Source: an optimization exercise on an open RTL-to-GDS flow (aim: small area, a short achievable clock period and few clock cycles per item). Production flows keep margins and buffers that such runs may drop.
RTL that was checked went through simulation tests only; none was proved equivalent to the original.
Power figures rest on the tool's default switching activity, not on a simulated workload.

## run C
==> module muldiv, before the edit <==
module muldiv#(parameter XLEN = 32)
(
    input                   clk_i,
    input                   rst_i,
    input  [XLEN-1 : 0]     a_i,
    input  [XLEN-1 : 0]     b_i,
    input                   req_i,
    input  [ 2 : 0]         operation_sel_i,
    output [XLEN-1 : 0]     muldiv_result_o,
    output reg              ready_o
);
reg st_idle, st_mul, st_corr, st_norm, st_div, st_rcor, st_fix, st_done;
reg  [4:0]  cnt;       
reg  [32:0] acc_hi;    
reg  [31:0] acc_lo;    
reg  [32:0] opd;       
reg         corr;      
reg         negq;      
reg         negr;      
reg         is_rem, out_hi;
reg  [5:0]  la, lb;    
reg c_one1, c_two1, c_neg1, c_one2, c_two2, c_neg2;
reg c_z0, c_z1, c_cz, c_cin;
wire [2:0] op = operation_sel_i;
wire is_div  = op[2];
wire a_sgn   = (op == 3'd1) | (op == 3'd2) | (op == 3'd4) | (op == 3'd6);
wire b_sgn   = (op == 3'd1) | (op == 3'd4) | (op == 3'd6);
wire a_neg   = a_sgn & a_i[31];
wire b_neg   = b_sgn & b_i[31];
wire b_zero  = (b_i == 32'b0);
wire [36:0] m1x = {{4{opd[32]}}, opd};
wire [36:0] m2x = {{3{opd[32]}}, opd, 1'b0};
wire [36:0] pp1 = ({37{c_one1}} & m1x | {37{c_two1}} & m2x) ^ {37{c_neg1}};
wire [36:0] pp2 = ({37{c_one2}} & m1x | {37{c_two2}} & m2x) ^ {37{c_neg2}};
wire [36:0] row_x = {{4{acc_hi[32]}}, acc_hi};
wire [36:0] row_y = pp1;
wire [36:0] row_z = {pp2[34:0], c_z1, c_z0};
wire [36:0] csa_s = row_x ^ row_y ^ row_z;
wire [36:0] csa_c = {(row_x[35:0] & row_y[35:0]) | (row_x[35:0] & row_z[35:0]) |
                     (row_y[35:0] & row_z[35:0]), c_cz};
wire [37:0] tsum  = {csa_s, c_cin} + {csa_c, c_cin};
wire [36:0] T     = tsum[37:1];
wire        t_neg = T[36];
function [2:0] booth;
    input [2:0] x;
    booth = {x[2], x[1] ^ x[0], (x[2] & ~x[1] & ~x[0]) | (~x[2] & x[1] & x[0])};
endfunction
function [5:0] bitlen;
    input [31:0] x;
    integer i;
    begin
        bitlen = 6'd0;
        for (i = 0; i < 32; i = i + 1)
            if (x[i]) bitlen = i + 1;
    end
endfunction
wire [5:0]  nq = la + {5'd0, negr} - lb;   
wire        q_zero = negq ? t_neg : nq[5];
wire [32:0] dnorm = opd << nq[4:0];
wire        last = (cnt == 5'd0);
wire start     = (st_idle | st_done) & req_i;
wire mul_end   = st_mul & last;
wire norm_end  = st_norm & q_zero;
wire div_end   = st_div & last;
wire rcor_next = div_end & is_rem & t_neg;
wire fix_next  = (norm_end | (div_end & ~(is_rem & t_neg)) | st_rcor) & is_rem & negr;
wire done_next = (start & is_div & b_zero) | (mul_end & ~corr) | st_corr |
                 ((norm_end | (div_end & ~(is_rem & t_neg)) | st_rcor) &
                  ~(is_rem & negr)) | st_fix;
always @(posedge clk_i)
begin
    if (rst_i) begin
        st_idle <= 1'b1;
        st_mul  <= 1'b0;
        st_corr <= 1'b0;
        st_norm <= 1'b0;
        st_div  <= 1'b0;
        st_rcor <= 1'b0;
        st_fix  <= 1'b0;
        st_done <= 1'b0;
        ready_o <= 1'b0;
    end
    else begin
        st_idle <= (st_idle | st_done) & ~req_i;
        st_mul  <= (start & ~is_div) | (st_mul & ~last);
        st_corr <= mul_end & corr;
        st_norm <= start & is_div & ~b_zero;
        st_div  <= (st_norm & ~q_zero) | (st_div & ~last);
        st_rcor <= rcor_next;
        st_fix  <= fix_next;
        st_done <= done_next;
        ready_o <= done_next;
    end
end
always @(posedge clk_i)
begin
    is_rem <= op[1];
    negq   <= (a_neg ^ b_neg) & ~b_zero & ~op[1];
    negr   <= a_neg & ~b_zero;
    corr   <= ~b_sgn & b_i[31] & (op[1:0] != 2'b00);
    out_hi <= st_fix ? 1'b0 : is_div ? op[1] : (op[1:0] != 2'b00);
    la     <= bitlen({a_i[31] & ~a_sgn, a_i[30:0] ^ a_i[31:1]});
    lb     <= bitlen({b_i[31] & ~b_sgn, b_i[30:0] ^ b_i[31:1]} | 32'd1);
end
always @(posedge clk_i)
begin
    if (st_mul)
        acc_hi <= T[36:4];
    else if (st_corr | st_norm | st_div | st_rcor)
        acc_hi <= T[32:0];
    else
        acc_hi <= is_div ? {1'b0, a_i ^ {32{a_neg & ~b_zero}}} : 33'b0;
    if (st_mul)
        acc_lo <= {T[3:0], acc_lo[31:4]};
    else if (st_div)
        acc_lo <= {acc_lo[30:0], ~t_neg ^ negq};
    else if (st_norm)
        acc_lo <= {32{negq & ~q_zero}};
    else if (st_fix)
        acc_lo <= ~T[31:0];             
    else
        acc_lo <= is_div ? 32'hffffffff : b_i;
    if (st_norm)
        opd <= dnorm;
    else if (st_div & ~last)
        opd <= {opd[32], opd[32:1]};
    else if (st_div | st_rcor)
        opd <= opd;
    else
        opd <= is_div ? {b_neg, b_i} : {a_neg, a_i};
    if (st_norm)
        cnt <= nq[4:0];
    else if (st_mul | st_div)
        cnt <= cnt - 5'd1;
    else
        cnt <= 5'd7;
end
always @(posedge clk_i)
begin
    {c_one1, c_two1, c_neg1, c_one2, c_two2, c_neg2} <= 6'b0;
    {c_z0, c_z1, c_cz, c_cin} <= 4'b0;
    if (st_idle | st_done) begin
        if (!is_div) begin
            {c_neg1, c_one1, c_two1} <= booth({b_i[1:0], 1'b0});
            {c_neg2, c_one2, c_two2} <= booth(b_i[3:1]);
            c_z0  <= b_i[1];
            c_z1  <= b_i[3];
            c_cz  <= b_i[3];
            c_cin <= b_i[3];
        end
        else begin
            c_one1 <= (a_neg ^ b_neg) & ~op[1];
            c_neg1 <= (a_neg ^ b_neg) & ~op[1] & ~b_neg;
            c_z0   <= (a_neg ^ b_neg) & ~op[1] & ~b_neg;
            c_cz   <= a_neg;
        end
    end
    else if (st_mul) begin
        if (!last) begin
            {c_neg1, c_one1, c_two1} <= booth(acc_lo[5:3]);
            {c_neg2, c_one2, c_two2} <= booth(acc_lo[7:5]);
            c_z0  <= acc_lo[5];
            c_z1  <= acc_lo[7];
            c_cz  <= acc_lo[7];
            c_cin <= acc_lo[7];
        end
        else
            c_one1 <= 1'b1;             
    end
    else if (st_norm & ~q_zero) begin
        c_one1 <= 1'b1;                 
        c_neg1 <= ~opd[32];
        c_z0   <= ~opd[32];
    end
    else if ((st_div & ~last) | rcor_next) begin
        c_one1 <= 1'b1;                 
        c_neg1 <= t_neg ~^ opd[32];
        c_z0   <= t_neg ~^ opd[32];
    end
    else if (st_norm | st_div | st_rcor)
        c_neg1 <= 1'b1;                 
end
assign muldiv_result_o = out_hi ? acc_hi[31:0] : acc_lo;
endmodule
make LEC_CHECK=0 CAP_MARGIN=20 CORE_MARGIN=2 CORE_UTILIZATION=40 PLACE_DENSITY=0.6 SETUP_SLACK_MARGIN=4.5 SLEW_MARGIN=20 finish   # period 8.5 ns
run.sh (not shown) runs the stock make flow with config.mk's settings and CLKGATE_MAP_FILE= SYNTH_SCRIPT=/design/flow/synth_recipe.tcl, a recipe that flattens the netlist after the stock synthesis.
## Diff of input files: run D against run C
-- flow/design.v --
<<< run C, line 22
reg         negr;      
reg         is_rem, out_hi;
reg  [5:0]  la, lb;    
reg c_one1, c_two1, c_neg1, c_one2, c_two2, c_neg2;
reg c_z0, c_z1, c_cz, c_cin;
>>> run D, line 22
reg         negr;      
reg         is_rem, out_hi;
reg  [5:0]  nq;        
reg c_one1, c_two1, c_neg1, c_one2, c_two2, c_neg2;
reg c_z0, c_z1, c_cz, c_cin;
<<< run C, line 58
    end
endfunction
wire [5:0]  nq = la + {5'd0, negr} - lb;   
wire        q_zero = negq ? t_neg : nq[5];
wire [32:0] dnorm = opd << nq[4:0];
>>> run D, line 58
    end
endfunction
wire        q_zero = negq ? t_neg : nq[5];
wire [32:0] dnorm = opd << nq[4:0];
<<< run C, line 103
    corr   <= ~b_sgn & b_i[31] & (op[1:0] != 2'b00);
    out_hi <= st_fix ? 1'b0 : is_div ? op[1] : (op[1:0] != 2'b00);
    la     <= bitlen({a_i[31] & ~a_sgn, a_i[30:0] ^ a_i[31:1]});
    lb     <= bitlen({b_i[31] & ~b_sgn, b_i[30:0] ^ b_i[31:1]} | 32'd1);
end
always @(posedge clk_i)
>>> run D, line 102
    corr   <= ~b_sgn & b_i[31] & (op[1:0] != 2'b00);
    out_hi <= st_fix ? 1'b0 : is_div ? op[1] : (op[1:0] != 2'b00);
    nq     <= bitlen({a_i[31] & ~a_sgn, a_i[30:0] ^ a_i[31:1]}) + {5'd0, a_neg}
            - bitlen({b_i[31] & ~b_sgn, b_i[30:0] ^ b_i[31:1]} | 32'd1);
end
always @(posedge clk_i)
Results
For run C, the critical setup path kind was reg -> reg, unlike run D, where it was in -> reg. Summary of run D over run C: area growth from synthesis to final layout increased 13 points; post-route fraction of the period consumed by the critical path went up; instance count of the mapped netlist down 35. Level count of the clock H-tree across run D and run C: no real change. Min worst-case setup margin in the final layout across run D and run C: run D. Looking at buffer count from post-CTS setup fixing, run D sits 59 above run C. [compare] base=run C new=run D: largest fanout on the critical path down 9, buffer count excluding the clock tree in the final layout up 34%, fmax fell by 0.88%, sequential element share of the synthesized area down 0.78 points. There was hardly any difference in synthesized area between run C and run D. Compared run D vs run C, and internal power contribution is up in run D. Diff run C -> run D | clock network contribution to total cell area | decrease of 0.25 points.
Function was not checked in any run of this note: the RTL went through the layout flow alone.


== job 101 ==
muldiv, a different RTL version from the one above (not shown whole).
For scale: roughly 1800 cells after synthesis, roughly 140 flip-flops, roughly 100 I/O pins, ~14000 µm² of cells after synthesis.
==> module muldiv, before the edit <==
module muldiv#(parameter XLEN = 32)
(
    input                   clk_i,
    input                   rst_i,
    input  [XLEN-1 : 0]     a_i,
    input  [XLEN-1 : 0]     b_i,
    input                   req_i,
    input  [ 2 : 0]         operation_sel_i,
    output [XLEN-1 : 0]     muldiv_result_o,
    output reg              ready_o
);
reg st_idle, st_mul, st_corr, st_norm, st_div, st_rcor, st_fix, st_done;
reg  [4:0]  cnt;       
reg  [32:0] acc_hi;    
reg  [31:0] acc_lo;    
reg  [32:0] opd;       
reg         corr;      
reg         negq;      
reg         negr;      
reg         is_rem, out_hi;
reg  [5:0]  la, lb;    
reg c_one1, c_two1, c_neg1, c_one2, c_two2, c_neg2;
reg c_z0, c_z1, c_cz, c_cin;
wire [2:0] op = operation_sel_i;
wire is_div  = op[2];
wire a_sgn   = (op == 3'd1) | (op == 3'd2) | (op == 3'd4) | (op == 3'd6);
wire b_sgn   = (op == 3'd1) | (op == 3'd4) | (op == 3'd6);
wire a_neg   = a_sgn & a_i[31];
wire b_neg   = b_sgn & b_i[31];
wire b_zero  = (b_i == 32'b0);
wire [36:0] m1x = {{4{opd[32]}}, opd};
wire [36:0] m2x = {{3{opd[32]}}, opd, 1'b0};
wire [36:0] pp1 = ({37{c_one1}} & m1x | {37{c_two1}} & m2x) ^ {37{c_neg1}};
wire [36:0] pp2 = ({37{c_one2}} & m1x | {37{c_two2}} & m2x) ^ {37{c_neg2}};
wire [36:0] row_x = {{4{acc_hi[32]}}, acc_hi};
wire [36:0] row_y = pp1;
wire [36:0] row_z = {pp2[34:0], c_z1, c_z0};
wire [36:0] csa_s = row_x ^ row_y ^ row_z;
wire [36:0] csa_c = {(row_x[35:0] & row_y[35:0]) | (row_x[35:0] & row_z[35:0]) |
                     (row_y[35:0] & row_z[35:0]), c_cz};
wire [37:0] tsum  = {csa_s, c_cin} + {csa_c, c_cin};
wire [36:0] T     = tsum[37:1];
wire        t_neg = T[36];
function [2:0] booth;
    input [2:0] x;
    booth = {x[2], x[1] ^ x[0], (x[2] & ~x[1] & ~x[0]) | (~x[2] & x[1] & x[0])};
endfunction
function [5:0] bitlen;
    input [31:0] x;
    integer i;
    begin
        bitlen = 6'd0;
        for (i = 0; i < 32; i = i + 1)
            if (x[i]) bitlen = i + 1;
    end
endfunction
wire [5:0]  nq = la + {5'd0, negr} - lb;   
wire        q_zero = negq ? t_neg : nq[5];
wire [32:0] dnorm = opd << nq[4:0];
wire        last = (cnt == 5'd0);
wire start     = (st_idle | st_done) & req_i;
wire mul_end   = st_mul & last;
wire norm_end  = st_norm & q_zero;
wire div_end   = st_div & last;
wire rcor_next = div_end & is_rem & t_neg;
wire fix_next  = (norm_end | (div_end & ~(is_rem & t_neg)) | st_rcor) & is_rem & negr;
wire done_next = (start & is_div & b_zero) | (mul_end & ~corr) | st_corr |
                 ((norm_end | (div_end & ~(is_rem & t_neg)) | st_rcor) &
                  ~(is_rem & negr)) | st_fix;
always @(posedge clk_i)
begin
    if (rst_i) begin
        st_idle <= 1'b1;
        st_mul  <= 1'b0;
        st_corr <= 1'b0;
        st_norm <= 1'b0;
        st_div  <= 1'b0;
        st_rcor <= 1'b0;
        st_fix  <= 1'b0;
        st_done <= 1'b0;
        ready_o <= 1'b0;
    end
    else begin
        st_idle <= (st_idle | st_done) & ~req_i;
        st_mul  <= (start & ~is_div) | (st_mul & ~last);
        st_corr <= mul_end & corr;
        st_norm <= start & is_div & ~b_zero;
        st_div  <= (st_norm & ~q_zero) | (st_div & ~last);
        st_rcor <= rcor_next;
        st_fix  <= fix_next;
        st_done <= done_next;
        ready_o <= done_next;
    end
end
always @(posedge clk_i)
begin
    is_rem <= op[1];
    negq   <= (a_neg ^ b_neg) & ~b_zero & ~op[1];
    negr   <= a_neg & ~b_zero;
    corr   <= ~b_sgn & b_i[31] & (op[1:0] != 2'b00);
    out_hi <= st_fix ? 1'b0 : is_div ? op[1] : (op[1:0] != 2'b00);
    la     <= bitlen({a_i[31] & ~a_sgn, a_i[30:0] ^ a_i[31:1]});
    lb     <= bitlen({b_i[31] & ~b_sgn, b_i[30:0] ^ b_i[31:1]} | 32'd1);
end
always @(posedge clk_i)
begin
    if (st_mul)
        acc_hi <= T[36:4];
    else if (st_corr | st_norm | st_div | st_rcor)
        acc_hi <= T[32:0];
    else
        acc_hi <= is_div ? {1'b0, a_i ^ {32{a_neg & ~b_zero}}} : 33'b0;
    if (st_mul)
        acc_lo <= {T[3:0], acc_lo[31:4]};
    else if (st_div)
        acc_lo <= {acc_lo[30:0], ~t_neg ^ negq};
    else if (st_norm)
        acc_lo <= {32{negq & ~q_zero}};
    else if (st_fix)
        acc_lo <= ~T[31:0];             
    else
        acc_lo <= is_div ? 32'hffffffff : b_i;
    if (st_norm)
        opd <= dnorm;
    else if (st_div & ~last)
        opd <= {opd[32], opd[32:1]};
    else                                 
        opd <= is_div ? {b_neg, b_i} : {a_neg, a_i};
    if (st_norm)
        cnt <= nq[4:0];
    else if (st_mul | st_div)
        cnt <= cnt - 5'd1;
    else
        cnt <= 5'd7;
end
always @(posedge clk_i)
begin
    {c_one1, c_two1, c_neg1, c_one2, c_two2, c_neg2} <= 6'b0;
    {c_z0, c_z1, c_cz, c_cin} <= 4'b0;
    if (st_idle | st_done) begin
        if (!is_div) begin
            {c_neg1, c_one1, c_two1} <= booth({b_i[1:0], 1'b0});
            {c_neg2, c_one2, c_two2} <= booth(b_i[3:1]);
            c_z0  <= b_i[1];
            c_z1  <= b_i[3];
            c_cz  <= b_i[3];
            c_cin <= b_i[3];
        end
        else begin
            c_one1 <= (a_neg ^ b_neg) & ~op[1];
            c_neg1 <= (a_neg ^ b_neg) & ~op[1] & ~b_neg;
            c_z0   <= (a_neg ^ b_neg) & ~op[1] & ~b_neg;
            c_cz   <= a_neg;
        end
    end
    else if (st_mul) begin
        if (!last) begin
            {c_neg1, c_one1, c_two1} <= booth(acc_lo[5:3]);
            {c_neg2, c_one2, c_two2} <= booth(acc_lo[7:5]);
            c_z0  <= acc_lo[5];
            c_z1  <= acc_lo[7];
            c_cz  <= acc_lo[7];
            c_cin <= acc_lo[7];
        end
        else
            c_one1 <= 1'b1;             
    end
    else if (st_norm & ~q_zero) begin
        c_one1 <= 1'b1;                 
        c_neg1 <= ~opd[32];
        c_z0   <= ~opd[32];
    end
    else if ((st_div & ~last) | rcor_next) begin
        c_one1 <= 1'b1;                 
        c_neg1 <= t_neg ~^ opd[32];
        c_z0   <= t_neg ~^ opd[32];
    end
    else if (st_norm | st_div | st_rcor)
        c_neg1 <= 1'b1;                 
end
assign muldiv_result_o = out_hi ? acc_hi[31:0] : acc_lo;
endmodule
Settings: LEC_CHECK=0, CAP_MARGIN=20, CORE_MARGIN=2, CORE_UTILIZATION=55, PLACE_DENSITY=0.75, SETUP_SLACK_MARGIN=4.2, SLEW_MARGIN=20; clock period 8.5 ns.
Job 101: full flow OK, the timing, DRC and antenna checks passed
Testbench counts of job 101, summed over its fixed seeds: cycles 30,308, ops 3,200.
Setup changes, job 101 to job 102
-- flow/design.v --
<<< job 101, line 22
reg         negr;      
reg         is_rem, out_hi;
reg  [5:0]  la, lb;    
reg c_one1, c_two1, c_neg1, c_one2, c_two2, c_neg2;
>>> job 102, line 22
reg         negr;      
reg         is_rem, out_hi;
reg         out_inv;   
reg         out_zero;  
reg  [5:0]  la, lb;    
reg c_one1, c_two1, c_neg1, c_one2, c_two2, c_neg2;
<<< job 101, line 102
    negr   <= a_neg & ~b_zero;
    corr   <= ~b_sgn & b_i[31] & (op[1:0] != 2'b00);
    out_hi <= st_fix ? 1'b0 : is_div ? op[1] : (op[1:0] != 2'b00);
    la     <= bitlen({a_i[31] & ~a_sgn, a_i[30:0] ^ a_i[31:1]});
    lb     <= bitlen({b_i[31] & ~b_sgn, b_i[30:0] ^ b_i[31:1]} | 32'd1);
>>> job 102, line 104
    negr   <= a_neg & ~b_zero;
    corr   <= ~b_sgn & b_i[31] & (op[1:0] != 2'b00);
    out_hi <= is_div ? op[1] : (op[1:0] != 2'b00);
    out_inv <= st_fix;
    out_zero <= st_norm;     
    la     <= bitlen({a_i[31] & ~a_sgn, a_i[30:0] ^ a_i[31:1]});
    lb     <= bitlen({b_i[31] & ~b_sgn, b_i[30:0] ^ b_i[31:1]} | 32'd1);
<<< job 101, line 110
    if (st_mul)
        acc_hi <= T[36:4];
    else if (st_corr | st_norm | st_div | st_rcor)
        acc_hi <= T[32:0];
    else
>>> job 102, line 114
    if (st_mul)
        acc_hi <= T[36:4];
    else if (st_corr | st_norm | st_div | st_rcor | st_fix)
        acc_hi <= T[32:0];
    else
<<< job 101, line 119
        acc_lo <= {acc_lo[30:0], ~t_neg ^ negq};
    else if (st_norm)
        acc_lo <= {32{negq & ~q_zero}};
    else if (st_fix)
        acc_lo <= ~T[31:0];             
    else
        acc_lo <= is_div ? 32'hffffffff : b_i;
>>> job 102, line 123
        acc_lo <= {acc_lo[30:0], ~t_neg ^ negq};
    else if (st_norm)
        acc_lo <= {32{negq}};
    else
        acc_lo <= is_div ? 32'hffffffff : b_i;
<<< job 101, line 182
        c_neg1 <= 1'b1;                 
end
assign muldiv_result_o = out_hi ? acc_hi[31:0] : acc_lo;
endmodule
>>> job 102, line 184
        c_neg1 <= 1'b1;                 
end
assign muldiv_result_o = out_hi ? acc_hi[31:0] ^ {32{out_inv}} :
                         acc_lo & {32{~out_zero}};
endmodule
--- outcome ---
Job 102 against job 101: part of the total power dissipated in combinational logic dropped 5.6 points; net count of the finished layout climbed 0.50%; power consumption dropped about 16%. Job 102 has final hold slack below what job 101 had. [compare] base=job 101 new=job 102: core utilization -3.3 points, count of plain and timing-repair buffers now sits lower, latest clock arrival within the worst-skew pair saw little to no change, detailed-route wire length saw a decrease.
Testbench counts of job 102, summed over its fixed seeds: cycles 30,308, ops 3,200.

## what the ideal ports hide
No port has a modelled driver above. Below, the same layouts with a new extraction and two added sets of constraints. Step 1 assumes that a clkbuf_16 drives the clock port and a buf_2 every other input. Step 2, shift: input delay + t, output delay - t, t = (earliest + latest rising clock arrival at the registers) / 2. This alone moves slack from input paths to output paths. Slacks: ideal / step 1 / step 2; pairs: ideal / step 1.
| run | shift t [ns] | setup WS [ns] | pins driven straight from the clock port |
|---|---|---|---|
| run C | 0.491 | 4.165 / 4.165 / 4.090 | 1 |
| run D | 0.508 | 4.127 / 4.141 / 3.633 | 1 |
| job 101 | 0.477 | 4.134 / 4.134 / 3.855 | 1 |
| job 102 | 0.493 | 4.337 / 4.286 / 3.927 | 1 |
After both steps every run listed still meets setup and hold. The setup slack of run D, which loses most, moves by +0.014 ns with the drivers and by -0.494 ns with both steps.
